Source: an optimization exercise on an open RTL-to-GDS flow (aim: small area, a short achievable clock period and few clock cycles per item). Production flows keep margins and buffers that such runs may drop.
At most, simulation tests tie the RTL to the original design; equivalence was not proved.
No functional check of the RTL was part of run 5.
Power and IR drop assume default switching activity.

==> flow/design.v <==
`timescale 1 ns / 100 ps
module register_file (we, wd, regs_flat, clk);
  input clk;
  input [15:0] we;
  input [15:0] wd;
  output [255:0] regs_flat;
  reg [15:0] regs [0:15];
  integer j;
  always @(posedge clk)
    for (j = 0; j < 16; j = j + 1)
      if (we[j]) regs[j] <= wd;
  genvar k;
  generate for (k = 0; k < 16; k = k + 1) begin : g
    assign regs_flat[16*k +: 16] = regs[k];
  end endgenerate
endmodule
module addk (x, add1, add4, sub3, y);
  input [15:0] x;
  input add1, add4, sub3;
  output [15:0] y;
  wire a01 = x[1] & x[0];
  wire lo = add1 | sub3;             
  assign y[0] = x[0] ^ lo;
  assign y[1] = x[1] ^ (lo & x[0]);
  wire up = (add1 & a01) | add4;     
  wire dn = sub3 & ~a01;             
  genvar i;
  generate for (i = 2; i < 16; i = i + 1) begin : g
    wire p, z;
    if (i == 2) begin
      assign p = 1'b1; assign z = 1'b1;
    end else begin
      assign p = &x[i-1:2];
      assign z = ~|x[i-1:2];
    end
    assign y[i] = x[i] ^ ((up & p) | (dn & z));
  end endgenerate
endmodule
`timescale 1 ns / 100 ps
module ee457_lab7_P3 (CLK,RSTB,IMEM_ADDR,IMEM_DATA,WB_WRITE,WB_RA,WB_RD);
input CLK,RSTB;
output [5:0] IMEM_ADDR;
input [31:0] IMEM_DATA;
output reg WB_WRITE;
output reg [3:0] WB_RA;
output reg [15:0] WB_RD;
reg [15:0] wb_we;
wire [255:0] regs_flat;
register_file RF (.we(wb_we), .wd(WB_RD), .regs_flat(regs_flat), .clk(CLK));
function [15:0] init_val(input integer k);
  init_val = (k == 15) ? 16'hffff : (k == 14) ? 16'hfff8 : (16'h0001 << k);
endfunction
reg [5:0] pc;
assign IMEM_ADDR = pc;
always @(posedge CLK, negedge RSTB)
  if (!RSTB) pc <= 6'd0;
  else pc <= pc + 6'd1;
reg id_v, ex_v;
reg [3:0] id_rd, ex_rd;
wire [3:0] if_rx = IMEM_DATA[3:0];
wire [15:0] if_sel = 16'h0001 << if_rx;
reg [15:0] written;
wire [15:0] ex_dec = ex_v ? (16'h0001 << ex_rd) : 16'h0000;
always @(posedge CLK, negedge RSTB)
  if (!RSTB) written <= 16'h0000;
  else written <= written | ex_dec;
wire if_hz  = id_v && id_rd == if_rx;             
wire if_byp = ex_v && ex_rd == if_rx && !if_hz;   
wire if_use = written[if_rx];
wire if_rf  = !if_hz && !if_byp;
reg id_add1, id_add4, id_sub3;
reg id_hz, id_byp, id_init;
reg [15:0] id_sel;    
reg [3:0] id_rx;
always @(posedge CLK, negedge RSTB)
  if (!RSTB) id_v <= 1'b0;
  else id_v <= |IMEM_DATA[31:28];
always @(posedge CLK) begin
  id_add1 <= IMEM_DATA[28];
  id_add4 <= IMEM_DATA[29];
  id_sub3 <= IMEM_DATA[30];
  id_rd   <= IMEM_DATA[7:4];
  id_rx   <= if_rx;
  id_hz   <= if_hz;
  id_byp  <= if_byp;
  id_init <= if_rf && !if_use;
  id_sel  <= if_sel & written & {16{if_rf}};
end
reg [15:0] rd_val;
integer k;
always @* begin
  rd_val = 16'h0000;
  for (k = 0; k < 16; k = k + 1)
    rd_val = rd_val | ({16{id_sel[k]}} & regs_flat[16*k +: 16]);
end
wire [15:0] ex_y;
wire [15:0] id_x = ({16{id_hz}} & ex_y) | ({16{id_byp}} & WB_RD) | rd_val
                 | ({16{id_init}} & init_val(id_rx));
reg ex_add1, ex_add4, ex_sub3;
reg [15:0] ex_a;
always @(posedge CLK, negedge RSTB)
  if (!RSTB) ex_v <= 1'b0;
  else ex_v <= id_v;
always @(posedge CLK) begin
  ex_a    <= id_x;
  ex_add1 <= id_add1; ex_add4 <= id_add4; ex_sub3 <= id_sub3;
  ex_rd   <= id_rd;
end
addk AK (.x(ex_a), .add1(ex_add1), .add4(ex_add4), .sub3(ex_sub3), .y(ex_y));
always @(posedge CLK, negedge RSTB)
  if (!RSTB) WB_WRITE <= 1'b0;
  else WB_WRITE <= ex_v;
always @(posedge CLK) begin
  WB_RD <= ex_y;
  WB_RA <= ex_rd;
  wb_we <= ex_dec;    
end
endmodule
==> flow/flow/run.sh <==
#!/bin/bash
# Layout flow: the standard ORFS flow (standard.sh) with these changes:
#  - ADDER_MAP_FILE empty: Yosys does not extract half/full adder cells, so
#    ABC maps all the combinational logic (registers are unchanged);
#  - DONT_USE_CELLS: the platform's list plus the slow 3/4-input OR/NOR
#    cells listed in flow/dont_use_extra.txt;
#  - MATCH_CELL_FOOTPRINT=0: timing repair may resize a gate to any cell of
#    the same function, not only one of the same footprint.
# The make output goes to run_make.log in this folder; ORFS's own per-step
# logs are under orfs/logs/.
set -uo pipefail
here=$(cd "$(dirname "$0")" && pwd)
base="$(grep -o 'sky130_fd_sc_hd__[a-z0-9_]*' "$FLOW_HOME/platforms/sky130hd/config.mk" | grep -e probe -e lpflow | tr '\n' ' ')"
extra="$(tr '\n' ' ' < "$here/dont_use_extra.txt")"
bash standard.sh ADDER_MAP_FILE= MATCH_CELL_FOOTPRINT=0 "DONT_USE_CELLS=$base $extra" finish > run_make.log 2>&1
status=$?
tail -n 40 run_make.log
exit $status
==> flow/flow/dont_use_extra.txt <==
sky130_fd_sc_hd__or4_1
sky130_fd_sc_hd__or4_2
sky130_fd_sc_hd__or4_4
sky130_fd_sc_hd__or4b_1
sky130_fd_sc_hd__or4b_2
sky130_fd_sc_hd__or4b_4
sky130_fd_sc_hd__or4bb_1
sky130_fd_sc_hd__or4bb_2
sky130_fd_sc_hd__or4bb_4
sky130_fd_sc_hd__nor4_1
sky130_fd_sc_hd__nor4_2
sky130_fd_sc_hd__nor4_4
sky130_fd_sc_hd__nor4b_1
sky130_fd_sc_hd__nor4b_2
sky130_fd_sc_hd__nor4b_4
sky130_fd_sc_hd__nor4bb_1
sky130_fd_sc_hd__nor4bb_2
sky130_fd_sc_hd__nor4bb_4
sky130_fd_sc_hd__or3_1
sky130_fd_sc_hd__or3_2
sky130_fd_sc_hd__or3_4
sky130_fd_sc_hd__or3b_1
sky130_fd_sc_hd__or3b_2
sky130_fd_sc_hd__or3b_4
==> flow/standard.sh <==
#!/bin/bash
# synth_recipe.tcl (not shown) runs the flow's synth.tcl, then flattens the netlist and writes it again
# the make line also repeats each setting of config.mk as NAME=value (left out here)
make -C /OpenROAD-flow-scripts/flow DESIGN_CONFIG=/design/flow/config.mk WORK_HOME=/design/flow/orfs CLKGATE_MAP_FILE= SYNTH_SCRIPT=/design/flow/synth_recipe.tcl "${@:-finish}"
==> flow/config.mk <==
export PLATFORM = sky130hd
export DESIGN_NAME = ee457_lab7_P3
export DESIGN_NICKNAME = ee457_lab7_P3
export VERILOG_FILES = /design/flow/design.v
export SDC_FILE = /design/flow/constraint.sdc
export NUM_CORES = 4
export LEC_CHECK = 0
export ABC_CLOCK_PERIOD_IN_PS = 1500
export CAP_MARGIN = 20
export CORE_MARGIN = 2
export CORE_UTILIZATION = 55
export CTS_CLUSTER_DIAMETER = 80
export CTS_CLUSTER_SIZE = 25
export SETUP_SLACK_MARGIN = 1.4
export SLEW_MARGIN = 20
==> flow/constraint.sdc <==
create_clock -name core_clock -period 3.0 [get_ports {CLK}]
set_input_delay 0.6000 -clock core_clock [delete_from_list [all_inputs] [get_ports {CLK}]]
set_output_delay 0.6000 -clock core_clock [all_outputs]
set_load 0.01 [all_outputs]
==> results of run 1 <==
-- report_power, final --
part / total, W / internal [W] / switching [W]
Clock: 0.00274 / 0.00120 / 0.00153
Combinational: 0.00148 / 0.000639 / 0.000845
Sequential: 0.00655 / 0.00620 / 0.000343
-- per-layer routing --
layer	part of all wire (%)	vias up	GRT usage (%)	wire, µm
li1	-	3364	-	-
met1	42	4039	43.7	15300
met2	47	411	46.5	17200
met3	8.6	62	4.27	3130
met4	2.5	0	7.45	916
met5	0	-	0	0
-- final timing paths --
check	end	from	depth (start not counted)	slack, ns
worst min register to register	ex_sub3	id_sub3	0	0.33
worst max-delay path	WB_RD[13]	WB_RD[13]	2	1.31
worst max register to register	ex_a[13]	ex_a[0]	5	1.32
worst min-delay path	ex_sub3	id_sub3	0	0.33
max in group asynchronous	pc[4]	RSTB	2	2.27
min in group asynchronous	id_v	RSTB	2	0.44
-- repair_timing --
| item | CTS | global route |
|---|---|---|
| pin swaps | 5 | 12 |
| setup endpoints to repair | 66 | 60 |
| gates resized for setup | 163 | 45 |
| setup buffers | 29 | 19 |
-- worst max-delay path: stages (launching register included) --
cell and delay, ns:
dfxtp_2 0.34, buf_6 0.12, buf_6 0.11
-- sequential cells by signal, indices dropped and copies added (netlist names), 4 cells and up --
signal   flops
RF.regs    256
WB_RA        4
WB_RD       16
ex_a        16
ex_rd        4
id_rd        4
id_rx        4
id_sel      16
pc           6
wb_we       16
written     16
-- cells in the final DEF, fill, tap and decap left out, types with 17 or more instances in the layout --
cell type and count:
dfrtp_1 25, nand4_1 31, nand3_1 19, edfxtp_1 256
nand2_1 19, dfxtp_2 24, nor2_1 27, and3_1 20
clkbuf_16 19, buf_4 67, dfxtp_4 27, dfxtp_1 38
or2_2 17, buf_6 25, a22oi_1 72, a22o_1 20
-- cells by family (layout without fill, tap and decap cells) --
kind of cell              count (synthesis)  after routing
buffers and inverters                    53            160
AOI/OAI and AO/OA                       169            169
DFF                                     370            370
muxes                                     7              7
xor gates and xnor gates                 29             29
and+or+nand+nor                         173            173
-- metrics by stage --
| step | worst slack (ns) | instance area (µm²) | utilization, % | hold WS (ns) | instances |
|---|---|---|---|---|---|
| floorplan | 1.22 | 13000 | - | 0.304 | 801 |
| global placement | 0.505 | 13900 | 59.5 | 0.326 | 1146 |
| detailed placement | 0.492 | 13900 | 59.6 | 0.315 | 1147 |
| CTS | 1.32 | 14900 | 63.7 | 0.337 | 1208 |
| global route | 1.29 | 15100 | 64.8 | 0.344 | 1227 |
| finish | 1.31 | 15100 | 64.8 | 0.335 | 1227 |
-- cell type report --
class	count	area share (%)
clock inverters	1	0.0497
well taps	319	2.64
multi-input cells	378	19.0
inverters	7	0.174
flip-flops and latches	370	67.7
repair buffers	121	7.01
clock buffers	31	3.44
==> metrics.yaml, run 1 <==
status:
  status: "finished clean"
synthesis:
  post-synth-top-count-cell: "edfxtp_1"
  ys_warn_count: 3
  synth_edf_count: 256
  synthTopCellsByCount: "edfxtp_1 (256), dfxtp_1 (89), a22oi_1 (72), clkbuf_1 (40), nor2_1 (33)"
  synthTopCellsByArea: "edfxtp_1 (59%), dfxtp_1 (14%), dfrtp_1 (4.8%)"
  synth_top_family_by_area: "compound AO/OA/AOI/OAI gates"
  synth_area_per_cell_um2: 16.3
  synth.area.mux_share_pct: 1.11
  synthSimpleGateAreaFrac_pct: 7.29
  synthAdderAreaFrac_pct: 0
  synth_cell_type_count: 48
  async_reset_ff_share_pct: 6.76
  ys_seq_elements: 370
  syn_nets: 835
  synthXorXnorAreaFrac_pct: 1.95
  synth_compound_area_share_pct: 10.5
  syn_area_mm2: 0.0130
  synthCells: 801
  yosys.area.top_type_share_pct: 59.0
  ys.flop_type: "edfxtp_1"
  seq_area_frac_synth_pct: 77.5
  synth_top_area_cell: "edfxtp_1"
timing:
  rsz0062_at_grt: "yes"
  setup_violations: 0
  fmax_mhz: 593
  hold_violations: 0
  fin_crit_ns: 1.69
  tightestPinTransition_ns: 1.09
  setup_tns_ns: 0
  timing.final.crit_share_pct: 56.2
  fin_skew_ns: 0.0164
  relSlewSlack_pct: 27.0
  final_max_slew_viol_count: 0
clocking:
  cts_buffer_depth: 3
  postCtsHoldBufs: 0
  cts_buffers: 18
  cts.sinks: 370
  cts_tree: "yes"
  cts_root_buffer: "clkbuf_16"
  clkSlewWorstSetupHoldPaths_ns: 0.10
  h-tree-depth: 1
  clk_latency_ns: 0.52
finish:
  nFillCells: 1711
  multi_input_area_mm2: 0.00287
  antennaDiodeCount: 0
  area_delta_synth_final_pct: 16.0
  ff_latch_area_mm2: 0.0102
  layout.nets: 930
  layout-drive-gt1-share_pct: 25.7
power_and_ir_drop:
  power_density_mw_per_mm2: 712
  leakagePower_nw: 5.28
  power.total_w: 0.0108
  ir_worst_vdd_uv: 462
floorplan:
  die_w_um: 158
  die_h_um: 158
  ios: 61
  placementRows: 56
  core_area_mm2: 0.0233
  die_area_mm2: 0.0249
  start_util_pct: 55.8
drt:
  viasPerCell: 6.42
  firstDrtPassIters: 6
  wl_um: 36500
  antenna_left: 0
  drtIter0Drc: 1117
  wl_per_cell_um: 29.7
  drc: 0
  num_vias: 7876
global_routing:
  grt_pass1_vias: 7529
  grt_use_total_pct: 29.5
  grt_max_degree: 27
  antenna_found_initial: 0
  grt_pass1_wl_um: 51600
  grt_remaining_overflow: 0
placement:
  io_buffers: 40
  dp_hpwl_um: 20400
  globalplace.congestion: 0.815
flow_run:
  cap_violations: 0
worst_setup_path:
  required_ns: 2.40
  start_kind: "flip-flop"
  worstSetupPathType: "reg -> out"
  cp_max_fo: 2
  cp-end-kind: "output port"
  critical_path_arrival_ns: 1.09
hold_path:
  hp-class: "reg -> reg"
Testbench counts, summed over its fixed seeds: cycles 12,384, instrs 11,636.
==> inputs of run 2 (changes only) <==
--- a/flow/config.mk
+++ b/flow/config.mk
@@ -8,8 +8,9 @@
 export ABC_CLOCK_PERIOD_IN_PS = 1500
 export CAP_MARGIN = 20
 export CORE_MARGIN = 2
-export CORE_UTILIZATION = 55
+export CORE_UTILIZATION = 65
 export CTS_CLUSTER_DIAMETER = 80
 export CTS_CLUSTER_SIZE = 25
+export GPL_TIMING_DRIVEN = 1
 export SETUP_SLACK_MARGIN = 1.4
 export SLEW_MARGIN = 20
==> metrics.yaml, run 2 <==
status:
  status: "finished clean"
synthesis:
  yosys.area.top_type_share_pct: 59.0  # unchanged
  synthTopCellsByCount: "edfxtp_1 (256), dfxtp_1 (89), a22oi_1 (72), clkbuf_1 (40), nor2_1 (33)"
  ys_seq_elements: 370  # unchanged
  ys.flop_type: "edfxtp_1"
  synth_top_area_cell: "edfxtp_1"
  syn_area_mm2: 0.0130  # unchanged
  synth_area_per_cell_um2: 16.3  # unchanged
  async_reset_ff_share_pct: 6.76  # unchanged
  synthTopCellsByArea: "edfxtp_1 (59%), dfxtp_1 (14%), dfrtp_1 (4.8%)"
  ys_warn_count: 3  # unchanged
  synth_edf_count: 256  # unchanged
  synth_cell_type_count: 48  # unchanged
  seq_area_frac_synth_pct: 77.5  # unchanged
  syn_nets: 835  # unchanged
  synthCells: 801  # unchanged
  post-synth-top-count-cell: "edfxtp_1"
floorplan:
  ios: 61  # unchanged
  die_area_mm2: 0.0212  # -15%
  die_w_um: 146  # -7.8%
  placementRows: 51  # -8.9%
  core_area_mm2: 0.0196  # -16%
  die_h_um: 146  # -7.8%
  start_util_pct: 66.5  # +11 points
drt:
  drc: 0  # unchanged
  num_vias: 7867  # -0.11%
  antenna_left: 0  # unchanged
  viasPerCell: 6.82  # +6.3%
  firstDrtPassIters: 8  # +2
  drtIter0Drc: 1132  # +1.3%
  wl_per_cell_um: 29.9  # +0.57%
  wl_um: 34500  # -5.5%
finish:
  top_register: "RF.regs"
  nFillCells: 1192  # -30%
  final_common_cell: "edfxtp_1"
  ff_latch_area_mm2: 0.0102  # about the same
  layout_common_cells: "edfxtp_1 (256), a22oi_1 (72), buf_4 (54)"
  layout.nets: 910  # -2.2%
  antennaDiodeCount: 0  # unchanged
  layout-drive-gt1-share_pct: 23.5  # -2.1 points
  largest_register_ffs: 256  # unchanged
  area_delta_synth_final_pct: 13.8
  finalInstanceArea_mm2: 0.0148  # -1.9%
  multi_input_area_mm2: 0.00286  # -0.31%
timing:
  tightestPinTransition_ns: 0.794  # -0.300 ns
  relSlewSlack_pct: 47.0  # +20 points
  rsz0062_at_grt: "yes"
  setup_tns_ns: 0  # unchanged
  setup_violations: 0  # unchanged
  timing.final.crit_share_pct: 55.8  # -0.33 points
  hold_violations: 0  # unchanged
  final_max_slew_viol_count: 0  # unchanged
  fin_skew_ns: 0.0156  # -0.000781 ns
  fmax_mhz: 597  # +0.59%
  fin_crit_ns: 1.68  # -0.00984 ns
global_routing:
  grt_pass1_wl_um: 50100  # -3.0%
  grt_use_total_pct: 32.6  # +3.1 points
  grt_remaining_overflow: 0  # unchanged
  grt_pass1_vias: 7741  # +2.8%
  grt_max_degree: 27  # unchanged
  antenna_found_initial: 0  # unchanged
power_and_ir_drop:
  power.total_w: 0.0107  # -0.92%
  leakagePower_nw: 5.17  # -2.1%
  power_density_mw_per_mm2: 720  # +1.0%
  ir_worst_vdd_uv: 514  # +11%
worst_setup_path:
  required_ns: 3.40  # +1.00 ns
  cp_slowest_stage_delay_ns: 0.38  # +0.04 ns
  worstSetupPathType: "reg -> reg"
  critical_path_arrival_ns: 2.08  # +0.99 ns
  start_kind: "flip-flop"
  path_cells: "a21boi_4 -> buf_6 -> and3_4 -> a22oi_2 -> xnor2_2 -> a211o_1"
  cp-end-kind: "flip-flop"
  cp_max_fo: 6  # +4
  crit_slowest_cell: "dfxtp_4"
placement:
  place_area_mm2: 0.0138  # -0.87%
  dp_hpwl_um: 19400  # -4.5%
  io_buffers: 40  # unchanged
  globalplace.congestion: 0.885  # +8.6%
hold_path:
  hp-class: "reg -> reg"
clocking:
  cts_buffers: 18  # unchanged
  h-tree-depth: 1  # unchanged
  clk_latency_ns: 0.52  # about the same
  postCtsHoldBufs: 0  # unchanged
  cts_tree: "yes"
  cts_root_buffer: "clkbuf_16"
  clkSlewWorstSetupHoldPaths_ns: 0.09  # about the same
  cts_buffer_depth: 3  # unchanged
  cts.sinks: 370  # unchanged
flow_run:
  cap_violations: 0  # unchanged
-- run 2: cell counts after synthesis --
No cell type changed its count.
-- run 2: cell families after synthesis --
logic type / after synthesis / share of synthesized area (%)
buffers and inverters: 53 / 1.61
XOR/XNOR: 29 / 1.95
flip-flops: 370 / 77.5
AND/OR/NAND/NOR: 173 / 7.29
AO/OA/AOI/OAI: 169 / 10.5
multiplexers: 7 / 1.11
-- run 2: report_power, final --
group | switching [W] | leakage [nW] | internal, W
Combinational | 0.000801 | 1.56 | 0.000594
Clock | 0.00148 | 0.258 | 0.00122
Sequential | 0.000359 | 3.35 | 0.00621
-- run 2: critical path, delay by kind of cell (launching register included) --
kind	cells	cell delay (ns)
XOR/XNOR	1	0.17
AND/OR/NAND/NOR	1	0.24
buffers and inverters	1	0.15
flip-flops	1	0.38
AO/OA/AOI/OAI	3	0.61
-- run 2: layer usage --
layer,share of wire [%],track usage [%]
met5,0,0
met4,2.7,8.97
met3,12,6.05
met2,47,51.1
met1,39,48.1
-- run 2: layout make-up --
class	count	share of cell area (%)
repair buffers	101	5.66
flip-flops and latches	370	69.0
clock buffers	31	3.58
clock inverters	1	0.0338
well taps	265	2.24
inverters	7	0.177
multi-input cells	378	19.3
-- run 2: what timing repair did --
| item | 4_1_cts | 5_1_grt |
|---|---|---|
| buffers inserted | 29 | 5 |
| resized for setup | 169 | 33 |
| setup endpoints to repair | 65 | 50 |
| endpoints found under the hold margin | 0 | 0 |
| pin swaps | 13 | 13 |
-- run 2: stage by stage --
step / utilization [%] / worst slack, ns / cells / hold WS [ns]
final: 75.6 / 1.32 / 1153 / 0.339
after global routing: 75.6 / 1.30 / 1153 / 0.343
after CTS: 75.2 / 1.20 / 1148 / 0.339
after detailed placement: 70.3 / 0.400 / 1087 / 0.320
after global placement: 70.3 / 0.428 / 1087 / 0.317
after floorplan: - / 1.22 / 801 / 0.304
-- run 2: final timing paths --
check,start,to,slack (ns),cells past startpoint
worst max-delay path,ex_a[1],ex_a[10],1.32,6
worst min-delay path,id_sub3,ex_sub3,0.34,0
worst max register to register,ex_a[1],ex_a[10],1.32,6
worst min register to register,id_sub3,ex_sub3,0.34,0
max in group asynchronous,RSTB,pc[2],2.29,2
min in group asynchronous,RSTB,written[8],0.44,2
==> inputs of run 3 (changes only) <==
--- a/flow/config.mk
+++ b/flow/config.mk
@@ -11,6 +11,5 @@
 export CORE_UTILIZATION = 65
 export CTS_CLUSTER_DIAMETER = 80
 export CTS_CLUSTER_SIZE = 25
-export GPL_TIMING_DRIVEN = 1
 export SETUP_SLACK_MARGIN = 1.4
 export SLEW_MARGIN = 20
==> metrics.yaml, run 3 <==
drt:
  viasPerCell: 6.82  # unchanged
  antenna_left: 0  # unchanged
  wl_um: 34500  # unchanged
  drtIter0Drc: 1132  # unchanged
  wl_per_cell_um: 29.9  # unchanged
  firstDrtPassIters: 8  # unchanged
  drc: 0  # unchanged
  num_vias: 7867  # unchanged
finish:
  fin_util_pct: 75.6  # unchanged
  top_register: "RF.regs"
  layout.nets: 910  # unchanged
  layout_common_cells: "edfxtp_1 (256), a22oi_1 (72), buf_4 (54)"
  largest_register_ffs: 256  # unchanged
  antennaDiodeCount: 0  # unchanged
  final_common_cell: "edfxtp_1"
  area_delta_synth_final_pct: 13.8  # unchanged
  finalInstanceArea_mm2: 0.0148  # unchanged
  nFillCells: 1192  # unchanged
  layout-drive-gt1-share_pct: 23.5  # unchanged
worst_setup_path:
  cp_max_fo: 6  # unchanged
  crit_slowest_cell: "dfxtp_4"
  cp_slowest_stage_delay_ns: 0.38  # about the same
  path_cells: "a21boi_4 -> buf_6 -> and3_4 -> a22oi_2 -> xnor2_2 -> a211o_1"
  critical_path_arrival_ns: 2.08  # about the same
  required_ns: 3.40  # about the same
  start_kind: "flip-flop"
  cp-end-kind: "flip-flop"
  worstSetupPathType: "reg -> reg"
timing:
  final_max_slew_viol_count: 0  # unchanged
  hold_violations: 0  # unchanged
  tightestPinTransition_ns: 0.794  # unchanged
  rsz0062_at_grt: "yes"
  relSlewSlack_pct: 47.0  # unchanged
  fmax_mhz: 597  # unchanged
  fin_skew_ns: 0.0156  # unchanged
  hold_slack_ns: 0.339  # unchanged
  setup_violations: 0  # unchanged
  fin_crit_ns: 1.68  # unchanged
  setup_tns_ns: 0  # unchanged
  timing.final.crit_share_pct: 55.8  # unchanged
clocking:
  cts.sinks: 370  # unchanged
  clkSlewWorstSetupHoldPaths_ns: 0.09  # about the same
  cts_buffers: 18  # unchanged
  cts_tree: "yes"
  h-tree-depth: 1  # unchanged
  cts_root_buffer: "clkbuf_16"
  cts_buffer_depth: 3  # unchanged
  postCtsHoldBufs: 0  # unchanged
  clk_latency_ns: 0.52  # about the same
power_and_ir_drop:
  pwr-share-comb_pct: 13.1  # about the same
  power.total_w: 0.0107  # unchanged
  internal-power_w: 0.00802  # unchanged
  switching_share_pct: 24.8  # unchanged
  leakagePower_nw: 5.17  # unchanged
  switchingPower_w: 0.00264  # unchanged
  power_density_mw_per_mm2: 720  # unchanged
  seqPwrFrac_pct: 61.6  # about the same
  ir_worst_vdd_uv: 514  # unchanged
  p_clk_share_pct: 25.3  # about the same
synthesis:
  synth_edf_count: 256  # unchanged
  synthCells: 801  # unchanged
  post-synth-top-count-cell: "edfxtp_1"
  async_reset_ff_share_pct: 6.76  # unchanged
  synth_area_per_cell_um2: 16.3  # unchanged
  ys_seq_elements: 370  # unchanged
  synthTopCellsByArea: "edfxtp_1 (59%), dfxtp_1 (14%), dfrtp_1 (4.8%)"
  ys.flop_type: "edfxtp_1"
  synthTopCellsByCount: "edfxtp_1 (256), dfxtp_1 (89), a22oi_1 (72), clkbuf_1 (40), nor2_1 (33)"
  seq_area_frac_synth_pct: 77.5  # unchanged
  synth_top_area_cell: "edfxtp_1"
  yosys.area.top_type_share_pct: 59.0  # unchanged
  syn_area_mm2: 0.0130  # unchanged
  syn_nets: 835  # unchanged
  ys_warn_count: 3  # unchanged
  synth_cell_type_count: 48  # unchanged
placement:
  io_buffers: 40  # unchanged
  place_area_mm2: 0.0138  # unchanged
  dp_hpwl_um: 19400  # unchanged
  globalplace.congestion: 0.885  # unchanged
floorplan:
  core_area_mm2: 0.0196  # unchanged
  placementRows: 51  # unchanged
  ios: 61  # unchanged
  start_util_pct: 66.5  # unchanged
  die_h_um: 146  # unchanged
  die_area_mm2: 0.0212  # unchanged
  die_w_um: 146  # unchanged
global_routing:
  grt_use_total_pct: 32.6  # unchanged
  grt_pass1_vias: 7741  # unchanged
  grt_max_degree: 27  # unchanged
  grt_remaining_overflow: 0  # unchanged
  grt_pass1_wl_um: 50100  # unchanged
  antenna_found_initial: 0  # unchanged
flow_run:
  cap_violations: 0  # unchanged
status:
  status: "finished clean"
hold_path:
  hp-class: "reg -> reg"
[run 3: layer usage]
layer | share of wire (%) | track usage [%]
met2 | 47 | 51.1
met5 | 0 | 0
met1 | 39 | 48.1
met4 | 2.7 | 8.97
met3 | 12 | 6.05
[run 3: layout make-up]
class,instances,area (µm²),area share [%]
clock inverters,1,5.00,0.0338
inverters,7,26.3,0.177
flip-flops and latches,370,10200,69.0
well taps,265,332,2.24
repair buffers,101,838,5.66
clock buffers,31,531,3.58
multi-input cells,378,2860,19.3
[run 3: what timing repair did]
action | 4_1_cts | 5_1_grt
gates resized for setup | 169 | 33
setup buffers | 29 | 5
endpoints found under the setup margin | 65 | 50
pin swaps | 13 | 13
[run 3: worst paths after layout]
check	start	end	slack (ns)	cells after the start
min	id_sub3	ex_sub3	0.34	0
max reg2reg	ex_a[1]	ex_a[10]	1.32	6
min in group asynchronous	RSTB	written[8]	0.44	2
max in group asynchronous	RSTB	pc[2]	2.29	2
min reg2reg	id_sub3	ex_sub3	0.34	0
max	ex_a[1]	ex_a[10]	1.32	6
[run 3: metrics by stage]
step           std cells  setup slack [ns]
6_report            1153              1.32
5_1_grt             1153              1.30
3_3_place_gp        1087             0.428
4_1_cts             1148              1.20
2_1_floorplan        801              1.22
3_5_place_dp        1087             0.400
[run 3: power by group through the flow]
stage	sequential, W	combinational [W]	clock, W
4_1_cts	0.00656	0.00131	0.00270
2_1_floorplan	0.00668	0.000422	0
3_3_place_gp	0.00676	0.000861	0
5_1_grt	0.00660	0.00147	0.00287
6_report	0.00657	0.00139	0.00270
3_5_place_dp	0.00680	0.000883	0
[run 3: logic make-up (layout without fill, tap and decap cells)]
family	Yosys count	count (layout)	share of synthesized area, %
xor gates and xnor gates	29	29	1.95
AOI/OAI and AO/OA	169	169	10.5
DFF	370	370	77.5
buffers and inverters	53	140	1.61
muxes	7	7	1.11
and+or+nand+nor	173	173	7.29
[run 3: worst max-delay path, delay by kind of cell (launching register included)]
kind | cells | cell delay (ns)
AOI/OAI and AO/OA | 3 | 0.61
xor gates and xnor gates | 1 | 0.17
and+or+nand+nor | 1 | 0.24
buffers and inverters | 1 | 0.15
DFF | 1 | 0.38
==> inputs of run 4 (changes only) <==
==> flow/flow/run.sh (replaced) <==
#!/bin/bash
# Layout flow: the standard ORFS flow (standard.sh) with these changes:
#  - ADDER_MAP_FILE empty: Yosys does not extract half/full adder cells, so
#    ABC maps all the combinational logic (registers are unchanged);
#  - DONT_USE_CELLS: the platform's list plus the slow 3/4-input OR/NOR
#    cells listed in flow/dont_use_extra.txt;
#  - CTS_ARGS: the clock tree synthesis arguments in flow/cts_args.txt;
#  - MATCH_CELL_FOOTPRINT=0: timing repair may resize a gate to any cell of
#    the same function, not only one of the same footprint.
# The make output goes to run_make.log in this folder; ORFS's own per-step
# logs are under orfs/logs/.
set -uo pipefail
here=$(cd "$(dirname "$0")" && pwd)
base="$(grep -o 'sky130_fd_sc_hd__[a-z0-9_]*' "$FLOW_HOME/platforms/sky130hd/config.mk" | grep -e probe -e lpflow | tr '\n' ' ')"
extra="$(tr '\n' ' ' < "$here/dont_use_extra.txt")"
bash standard.sh ADDER_MAP_FILE= MATCH_CELL_FOOTPRINT=0 "DONT_USE_CELLS=$base $extra" "CTS_ARGS=$(cat "$here/cts_args.txt")" finish > run_make.log 2>&1
status=$?
tail -n 40 run_make.log
exit $status
==> flow/flow/cts_args.txt (new file) <==
-sink_clustering_enable -repair_clock_nets -sink_clustering_size 25 -sink_clustering_max_diameter 80 -distance_between_buffers 500 -branching_point_buffers_distance 500 -dont_use_dummy_load
--- a/flow/config.mk
+++ b/flow/config.mk
@@ -9,7 +9,5 @@
 export CAP_MARGIN = 20
 export CORE_MARGIN = 2
 export CORE_UTILIZATION = 65
-export CTS_CLUSTER_DIAMETER = 80
-export CTS_CLUSTER_SIZE = 25
 export SETUP_SLACK_MARGIN = 1.4
 export SLEW_MARGIN = 20
==> metrics.yaml, run 4 <==
synthesis:
  synth_area_per_cell_um2: 16.3  # unchanged
  ys_seq_elements: 370  # unchanged
  synthTopCellsByCount: "edfxtp_1 (256), dfxtp_1 (89), a22oi_1 (72), clkbuf_1 (40), nor2_1 (33)"
  synth_top_area_cell: "edfxtp_1"
  yosys.area.top_type_share_pct: 59.0  # unchanged
  syn_nets: 835  # unchanged
  synthCells: 801  # unchanged
  synth_edf_count: 256  # unchanged
  synth_cell_type_count: 48  # unchanged
  synthTopCellsByArea: "edfxtp_1 (59%), dfxtp_1 (14%), dfrtp_1 (4.8%)"
  syn_area_mm2: 0.0130  # unchanged
  async_reset_ff_share_pct: 6.76  # unchanged
  post-synth-top-count-cell: "edfxtp_1"
  ys.flop_type: "edfxtp_1"
  seq_area_frac_synth_pct: 77.5  # unchanged
  ys_warn_count: 3  # unchanged
placement:
  io_buffers: 40  # unchanged
  dp_hpwl_um: 19400  # unchanged
  globalplace.congestion: 0.885  # unchanged
clocking:
  cts_tree: "yes"
  cts_buffer_depth: 3  # unchanged
  cts_root_buffer: "clkbuf_16"
  cts_buffers: 18  # unchanged
  clkSlewWorstSetupHoldPaths_ns: 0.09  # about the same
  clk_latency_ns: 0.52  # about the same
  cts.sinks: 370  # unchanged
  h-tree-depth: 1  # unchanged
finish:
  area_delta_synth_final_pct: 13.6
  final_common_cell: "edfxtp_1"
  layout.nets: 916  # +0.66%
  nFillCells: 1179  # -1.1%
  layout_common_cells: "edfxtp_1 (256), a22oi_1 (72), buf_4 (57)"
  antennaDiodeCount: 0  # unchanged
  top_register: "RF.regs"
  layout-drive-gt1-share_pct: 24.0  # +0.44 points
  fin_util_pct: 75.5  # -0.11 points
  largest_register_ffs: 256  # unchanged
timing:
  hold_violations: 0  # unchanged
  rsz0062_at_grt: "yes"
  fin_crit_ns: 1.67  # -0.00783 ns
  fmax_mhz: 600  # +0.47%
  tightestPinTransition_ns: 1.11  # +0.321 ns
  hold_slack_ns: 0.340  # +0.000605 ns
  timing.final.crit_share_pct: 55.6  # -0.26 points
  relSlewSlack_pct: 25.6  # -21 points
  setup_violations: 0  # unchanged
  setup_tns_ns: 0  # unchanged
  final_max_slew_viol_count: 0  # unchanged
  fin_skew_ns: 0.0164  # +0.000801 ns
floorplan:
  ios: 61  # unchanged
  placementRows: 51  # unchanged
  die_area_mm2: 0.0212  # unchanged
  core_area_mm2: 0.0196  # unchanged
  die_h_um: 146  # unchanged
  die_w_um: 146  # unchanged
  start_util_pct: 66.5  # unchanged
worst_setup_path:
  critPathTopFamily: "flip-flops"
  critical_path_arrival_ns: 1.07  # -1.01 ns
  cp_slowest_stage_delay_ns: 0.33  # -0.05 ns
  required_ns: 2.40  # -1.00 ns
  cp_num_buf_inv: 2  # +1
  cp_max_fo: 2  # -4
  cp-end-kind: "output port"
  path_cells: "buf_6 -> buf_6"
  cpMostUsedCell: "buf_6"
  crit_slowest_cell: "dfxtp_2"
  worstSetupPathType: "reg -> out"
  start_kind: "flip-flop"
hold_path:
  hp-class: "reg -> reg"
global_routing:
  grt_max_degree: 26  # -3.7%
  grt_remaining_overflow: 0  # unchanged
  grt_pass1_wl_um: 50100  # about the same
  grt_use_total_pct: 32.7  # +0.084 points
  grt_pass1_vias: 7730  # -0.14%
  antenna_found_initial: 0  # unchanged
drt:
  firstDrtPassIters: 5  # -3
  top_layer: "met4"
  antenna_left: 0  # unchanged
  viasPerCell: 6.85  # +0.35%
  wl_per_cell_um: 29.9  # about the same
  drtIter0Drc: 1095  # -3.3%
  drc: 0  # unchanged
  dr_wl_met2_um: 16000  # -0.56%
  num_vias: 7840  # -0.34%
  wl_um: 34200  # -0.74%
  wl_met3_um: 4250  # +4.7%
  wl_met1_um: 13100  # -2.0%
power_and_ir_drop:
  power.total_w: 0.0105  # -1.8%
  power_density_mw_per_mm2: 708  # -1.6%
  leakagePower_nw: 5.17  # about the same
  ir_worst_vdd_uv: 630  # +23%
flow_run:
  cap_violations: 0  # unchanged
status:
  status: "finished clean"
[run 4: cell counts after synthesis]
No cell type changed its count.
[run 4: per-stage QoR]
| step | setup slack [ns] | std cells | area [µm²] |
|---|---|---|---|
| 2_1_floorplan | 1.22 | 801 | 13000 |
| 3_3_place_gp | 0.428 | 1087 | 13800 |
| 3_5_place_dp | 0.400 | 1087 | 13800 |
| 4_1_cts | 1.20 | 1137 | 14700 |
| 5_1_grt | 1.30 | 1145 | 14800 |
| 6_report | 1.33 | 1145 | 14800 |
[run 4: final timing paths]
kind | cells after the start | endpoint | from | slack (ns)
max in group asynchronous | 2 | pc[2] | RSTB | 2.29
worst max register to register | 6 | ex_a[9] | ex_a[1] | 1.34
min in group asynchronous | 2 | written[8] | RSTB | 0.44
worst min-delay path | 0 | ex_sub3 | id_sub3 | 0.34
worst max-delay path | 2 | WB_RD[8] | WB_RD[8] | 1.33
worst min register to register | 0 | ex_sub3 | id_sub3 | 0.34
[run 4: kinds of logic (layout without fill, tap and decap cells)]
logic type / Yosys count / after routing / synth area share, %
flops: 370 / 370 / 77.5
xor+xnor: 29 / 29 / 1.95
simple gates: 173 / 173 / 7.29
compound gates: 169 / 169 / 10.5
buf+inv: 53 / 132 / 1.61
mux: 7 / 7 / 1.11
[run 4: layout make-up]
| type | instances | area, µm² | share of cell area, % |
|---|---|---|---|
| well taps | 265 | 332 | 2.24 |
| flip-flops and latches | 370 | 10200 | 69.1 |
| repair buffers | 107 | 906 | 6.12 |
| clock buffers | 18 | 450 | 3.04 |
| multi-input cells | 378 | 2860 | 19.3 |
| inverters | 7 | 26.3 | 0.178 |
[run 4: where the power goes]
group	internal [W]	leakage, nW	switching (W)
sequential	0.00620	3.35	0.000347
combinational	0.000616	1.60	0.000807
clock	0.00108	0.222	0.00143
total	0.00790	5.17	0.00258
[run 4: timing repair]
item / CTS / global route
buffers inserted: 32 / 8
endpoints found under the hold margin: 0 / 0
pin swaps: 13 / 16
hold buffers: 0 / 0
setup endpoints to repair: 64 / 47
resized for setup: 169 / 31
[run 4: layer usage]
layer	up-vias	global-route usage (%)
li1	3326	-
met1	3960	48.1
met2	488	51.3
met3	66	6.18
met4	0	8.82
met5	-	0
==> inputs of run 5 (changes only) <==
==> flow/design.v (replaced) <==
`timescale 1 ns / 100 ps
module register_file (ra, rd, wa, wd, we, clk, rstb);
  input clk, rstb, we;
  input [3:0] ra, wa;
  input [15:0] wd;
  output [15:0] rd;
  reg [15:0] regs [0:15];
  reg [15:0] written;
  always @(posedge clk, negedge rstb)
    if (!rstb) written <= 16'h0000;
    else if (we) written[wa] <= 1'b1;
  always @(posedge clk)
    if (we) regs[wa] <= wd;
  function [15:0] init_val(input integer k);
    init_val = (k == 15) ? 16'hffff : (k == 14) ? 16'hfff8 : (16'h0001 << k);
  endfunction
  wire [15:0] sel = 16'h0001 << ra;
  reg [15:0] r;
  integer k;
  always @* begin
    r = 16'h0000;
    for (k = 0; k < 16; k = k + 1)
      r = r | ({16{sel[k] & written[k]}} & regs[k])
            | ({16{sel[k] & ~written[k]}} & init_val(k));
  end
  assign rd = r;
endmodule
module addk (x, add1, add4, sub3, y);
  input [15:0] x;
  input add1, add4, sub3;
  output [15:0] y;
  wire a01 = x[1] & x[0];
  wire lo = add1 | sub3;             
  assign y[0] = x[0] ^ lo;
  assign y[1] = x[1] ^ (lo & x[0]);
  wire up = (add1 & a01) | add4;     
  wire dn = sub3 & ~a01;             
  genvar i;
  generate for (i = 2; i < 16; i = i + 1) begin : g
    wire p, z;
    if (i == 2) begin
      assign p = 1'b1; assign z = 1'b1;
    end else begin
      assign p = &x[i-1:2];
      assign z = ~|x[i-1:2];
    end
    assign y[i] = x[i] ^ ((up & p) | (dn & z));
  end endgenerate
endmodule
`timescale 1 ns / 100 ps
module ee457_lab7_P3 (CLK,RSTB,IMEM_ADDR,IMEM_DATA,WB_WRITE,WB_RA,WB_RD);
input CLK,RSTB;
output [5:0] IMEM_ADDR;
input [31:0] IMEM_DATA;
output reg WB_WRITE;
output reg [3:0] WB_RA;
output reg [15:0] WB_RD;
reg [5:0] pc;
assign IMEM_ADDR = pc;
always @(posedge CLK, negedge RSTB)
  if (!RSTB) pc <= 6'd0;
  else pc <= pc + 6'd1;
wire [3:0] rx = IMEM_DATA[3:0];
wire [15:0] rf_rd;
register_file RF (.ra(rx), .rd(rf_rd), .wa(WB_RA), .wd(WB_RD), .we(WB_WRITE),
                  .clk(CLK), .rstb(RSTB));
reg ex_v, ex_add1, ex_add4, ex_sub3;
reg [3:0] ex_rd;
reg [15:0] ex_a;
wire [15:0] ex_y;
wire hz  = ex_v && ex_rd == rx;        
wire byp = WB_WRITE && WB_RA == rx;    
always @(posedge CLK, negedge RSTB)
  if (!RSTB) ex_v <= 1'b0;
  else ex_v <= |IMEM_DATA[31:28];
always @(posedge CLK) begin
  ex_a    <= hz ? ex_y : byp ? WB_RD : rf_rd;
  ex_add1 <= IMEM_DATA[28];
  ex_add4 <= IMEM_DATA[29];
  ex_sub3 <= IMEM_DATA[30];
  ex_rd   <= IMEM_DATA[7:4];
end
addk AK (.x(ex_a), .add1(ex_add1), .add4(ex_add4), .sub3(ex_sub3), .y(ex_y));
always @(posedge CLK, negedge RSTB)
  if (!RSTB) WB_WRITE <= 1'b0;
  else WB_WRITE <= ex_v;
always @(posedge CLK) begin
  WB_RD <= ex_y;
  WB_RA <= ex_rd;
end
endmodule
==> flow/flow/run.sh (replaced) <==
#!/bin/bash
# Layout flow: the standard ORFS flow (standard.sh) with these changes:
#  - ADDER_MAP_FILE empty: Yosys does not extract half/full adder cells, so
#    ABC maps all the combinational logic (registers are unchanged);
#  - DONT_USE_CELLS: the platform's list plus the slow 3/4-input OR/NOR
#    cells listed in flow/dont_use_extra.txt;
#  - MATCH_CELL_FOOTPRINT=0: timing repair may resize a gate to any cell of
#    the same function, not only one of the same footprint.
# The make output goes to run_make.log in this folder; ORFS's own per-step
# logs are under orfs/logs/.
set -uo pipefail
here=$(cd "$(dirname "$0")" && pwd)
base="$(grep -o 'sky130_fd_sc_hd__[a-z0-9_]*' "$FLOW_HOME/platforms/sky130hd/config.mk" | grep -e probe -e lpflow | tr '\n' ' ')"
extra="$(tr '\n' ' ' < "$here/dont_use_extra.txt")"
bash standard.sh ADDER_MAP_FILE= MATCH_CELL_FOOTPRINT=0 "DONT_USE_CELLS=$base $extra" finish > run_make.log 2>&1
status=$?
tail -n 40 run_make.log
exit $status
--- a/flow/config.mk
+++ b/flow/config.mk
@@ -9,5 +9,7 @@
 export CAP_MARGIN = 20
 export CORE_MARGIN = 2
 export CORE_UTILIZATION = 65
+export CTS_CLUSTER_DIAMETER = 80
+export CTS_CLUSTER_SIZE = 25
 export SETUP_SLACK_MARGIN = 1.4
 export SLEW_MARGIN = 20
removed: flow/flow/cts_args.txt
==> metrics.yaml, run 5 <==
status:
  status: "finished clean"
placement:
  dp_hpwl_um: 20400  # +5.0%
  globalplace.congestion: 0.932  # +5.2%
  place_area_mm2: 0.0135  # -2.1%
  io_buffers: 40  # unchanged
  dp_cells: 1078  # -0.83%
synthesis:
  ys.flop_type: "edfxtp_1"
  ys_warn_count: 2  # -1
  syn_area_mm2: 0.0122  # -6.7%
  seq_area_frac_synth_pct: 75.3  # -2.2 points
  synth_area_per_cell_um2: 15.5  # -4.4%
  syn_nets: 816  # -2.3%
  synthTopCellsByCount: "edfxtp_1 (256), a22oi_1 (85), dfxtp_1 (43), nor2_1 (40), nand2_1 (30)"
  synth_cell_type_count: 58  # +21%
  synthTopCellsByArea: "edfxtp_1 (63%), dfxtp_1 (7.1%), a22oi_1 (5.2%)"
  ys_seq_elements: 323  # -13%
  synthCells: 782  # -2.4%
  synth_edf_count: 256  # unchanged
  synth_top_area_cell: "edfxtp_1"
  yosys.area.top_type_share_pct: 63.2  # +4.2 points
  async_reset_ff_share_pct: 7.43  # +0.67 points
  post-synth-top-count-cell: "edfxtp_1"
timing:
  rsz0062_at_grt: "yes"
  timing.final.crit_share_pct: 63.7  # +8.1 points
  hold_violations: 0  # unchanged
  setup_violations: 0  # unchanged
  setup_tns_ns: 0  # unchanged
  relSlewSlack_pct: 66.0  # +40 points
  fmax_mhz: 523  # -13%
  final_max_slew_viol_count: 0  # unchanged
  hold_slack_ns: 0.351  # +0.0115 ns
  fin_skew_ns: 0.0314  # +0.0150 ns
  fin_crit_ns: 1.91  # +0.243 ns
  tightestPinTransition_ns: 0.506  # -0.609 ns
finish:
  layout-drive-gt1-share_pct: 41.1  # +17 points
  area_delta_synth_final_pct: 33.8
  top_register: "RF.regs"
  nFillCells: 704  # -40%
  final_common_cell: "edfxtp_1"
  finalInstanceArea_mm2: 0.0163  # +9.9%
  largest_register_ffs: 256  # unchanged
  layout_common_cells: "edfxtp_1 (256), buf_4 (104), buf_6 (61)"
  final_cells: 1243  # +8.6%
  layout.nets: 1033  # +13%
  antennaDiodeCount: 0  # unchanged
clocking:
  cts_tree: "yes"
  clkSlewWorstSetupHoldPaths_ns: 0.11  # +0.02 ns
  cts.sinks: 323  # -13%
  cts_buffer_depth: 3  # unchanged
  cts_buffers: 16  # -2
  h-tree-depth: 1  # unchanged
  postCtsHoldBufs: 0  # unchanged
  cts_root_buffer: "clkbuf_16"
  clk_latency_ns: 0.52  # about the same
worst_setup_path:
  path_cells: "buf_8 -> buf_12 -> buf_8 -> nand3b_1 -> nor3b_2 -> buf_6 -> buf_12 -> buf_8 -> a22oi_2 -> nand4_1 -> nor3_2 -> o2bb2ai_1"
  worstSetupPathType: "in -> reg"
  cp-end-kind: "flip-flop"
  start_kind: "input pin"
  cp_max_fo: 6  # +4
  cp_slowest_stage_delay_ns: 0.30  # -0.03 ns
  cpMostUsedCell: "buf_8"
  required_ns: 3.40  # +1.00 ns
  critical_path_arrival_ns: 2.31  # +1.24 ns
  crit_slowest_cell: "nor3_2"
power_and_ir_drop:
  seqPwrFrac_pct: 56.9  # -5.6 points
  internal-power_w: 0.00739  # -6.5%
  power_density_mw_per_mm2: 619  # -13%
  power.total_w: 0.0101  # -3.9%
  switching_share_pct: 26.6  # +2.0 points
  switchingPower_w: 0.00268  # +3.8%
  p_clk_share_pct: 24.2  # +0.3 points
  leakagePower_nw: 5.71  # +11%
  pwr-share-comb_pct: 18.9  # +5.3 points
  ir_worst_vdd_uv: 580  # -8.0%
drt:
  wl_per_cell_um: 34.1  # +14%
  viasPerCell: 7.09  # +3.5%
  firstDrtPassIters: 6  # +1
  num_vias: 8809  # +12%
  wl_um: 42400  # +24%
  drc: 0  # unchanged
  drtIter0Drc: 1548  # +41%
  antenna_left: 0  # unchanged
flow_run:
  cap_violations: 0  # unchanged
global_routing:
  grt_pass1_vias: 8548  # +11%
  grt_remaining_overflow: 0  # unchanged
  grt_use_total_pct: 39.6  # +7.0 points
  grt_max_degree: 27  # +3.8%
  antenna_found_initial: 0  # unchanged
  grt_pass1_wl_um: 55900  # +12%
hold_path:
  hp-class: "reg -> reg"
floorplan:
  die_area_mm2: 0.0198  # -6.5%
  start_util_pct: 65.6  # -0.85 points
  die_h_um: 141  # -3.3%
  placementRows: 50  # -2.0%
  ios: 61  # unchanged
  die_w_um: 141  # -3.3%
  core_area_mm2: 0.0185  # -5.5%
run 5: changes by cell type after synthesis, moves of 12 or more:
cell,delta
a211o_1,-15
a221oi_1,-12
nor2b_1,+13
a22oi_1,+13
buf_2,+16
dfxtp_1,-46
clkbuf_1,-33
nand3_1,-12
run 5: power groups by stage:
stage	combinational [W]	clock, W	sequential, W
after floorplan	0.000458	0	0.00590
after global placement	0.00111	0	0.00584
after detailed placement	0.00115	0	0.00587
after CTS	0.00166	0.00239	0.00569
after global routing	0.00196	0.00258	0.00575
final	0.00190	0.00244	0.00573
run 5: worst max-delay path, delay by kind of cell:
kind	cells	cell delay [ns]
buf+inv	6	0.77
simple gates	4	0.65
compound gates	2	0.26
run 5: per-layer routing:
metal	up-vias	track usage (%)	routed length (µm)
li1	3510	-	-
met1	4259	53.3	13800
met2	808	63.2	19500
met3	232	7.30	5950
met4	0	19.9	3180
met5	-	0	0
run 5: cell families (layout without fill, tap and decap cells):
family                    Yosys count  count (layout)  share of synthesized area [%]
and+or+nand+nor                   208             208                           9.54
AOI/OAI and AO/OA                 176             176                           10.9
muxes                               1               1                         0.0823
xor gates and xnor gates           29              29                           2.09
buffers and inverters              45             272                           2.11
DFF                               323             323                           75.3
run 5: what timing repair did:
item,in CTS,in global routing
setup buffers,100,26
gates cloned,8,3
gates resized for setup,269,80
endpoints found under the setup margin,299,242
pin swaps,70,38
endpoints found under the hold margin,0,0
run 5: path summary, 6_finish.rpt:
path	start	end	slack, ns	cells past startpoint
max	IMEM_DATA[3]	ex_a[5]	1.09	12
min	ex_rd[0]	WB_RA[0]	0.35	0
max reg2reg	WB_RA[0]	ex_a[1]	1.11	8
min reg2reg	ex_rd[0]	WB_RA[0]	0.35	0
max in group asynchronous	RSTB	RF.written[12]	2.24	2
min in group asynchronous	RSTB	RF.written[7]	0.46	2
run 5: layout make-up:
type	count	area (µm²)	share of cell area, %
sequential	323	9220	56.7
clock inverter	1	3.75	0.0231
tap	234	293	1.80
multi-input combinational	414	3570	22.0
clock buffer	27	463	2.85
timing repair buffer	237	2690	16.5
inverter	7	26.3	0.162
run 5: per-stage QoR:
step	worst slack [ns]	util, %
global placement	-0.00451	72.8
global route	1.04	87.8
finish	1.09	87.8
CTS	1.21	84.4
floorplan	1.11	-
detailed placement	-0.0527	72.8

[what the ideal ports hide]
The results above use ideal ports. As a check the final layouts listed here were re-extracted and re-timed, cells and wires unchanged.
Step 1 sets driving cells, clkbuf_16 on the clock port and buf_2 on the other inputs (assumed; they add their load-dependent delay and slew).
Step 2, shift: input delay + t, output delay - t, t = (earliest + latest rising clock arrival at the registers) / 2. This alone moves slack from input paths to output paths.
a / b / c = no drivers / after step 1 / after step 2; a / b = the first two.
| run | t, ns | slack for setup (ns) | hold slack, ns | clock arrival spread, ns | pins driven straight from the clock port |
|---|---|---|---|---|---|
| run 1 | 0.562 | 1.315 / 1.267 / 0.991 | 0.335 / 0.326 / 0.335 | 0.022 / 0.021 | 1 |
| run 2 | 0.554 | 1.325 / 1.279 / 0.955 | 0.339 / 0.334 / 0.339 | 0.016 / 0.017 | 1 |
| run 3 | 0.554 | 1.325 / 1.279 / 0.955 | 0.339 / 0.334 / 0.339 | 0.016 / 0.017 | 1 |
| run 4 | 0.555 | 1.332 / 1.287 / 0.948 | 0.340 / 0.339 / 0.340 | 0.017 / 0.018 | 1 |
| run 5 | 0.549 | 1.089 / 1.092 / 0.543 | 0.351 / 0.351 / 0.351 | 0.031 / 0.032 | 1 |
After both steps every run listed still meets setup and hold. The setup slack of run 5, which loses most, moves by +0.003 ns with the drivers and by -0.546 ns with both steps.
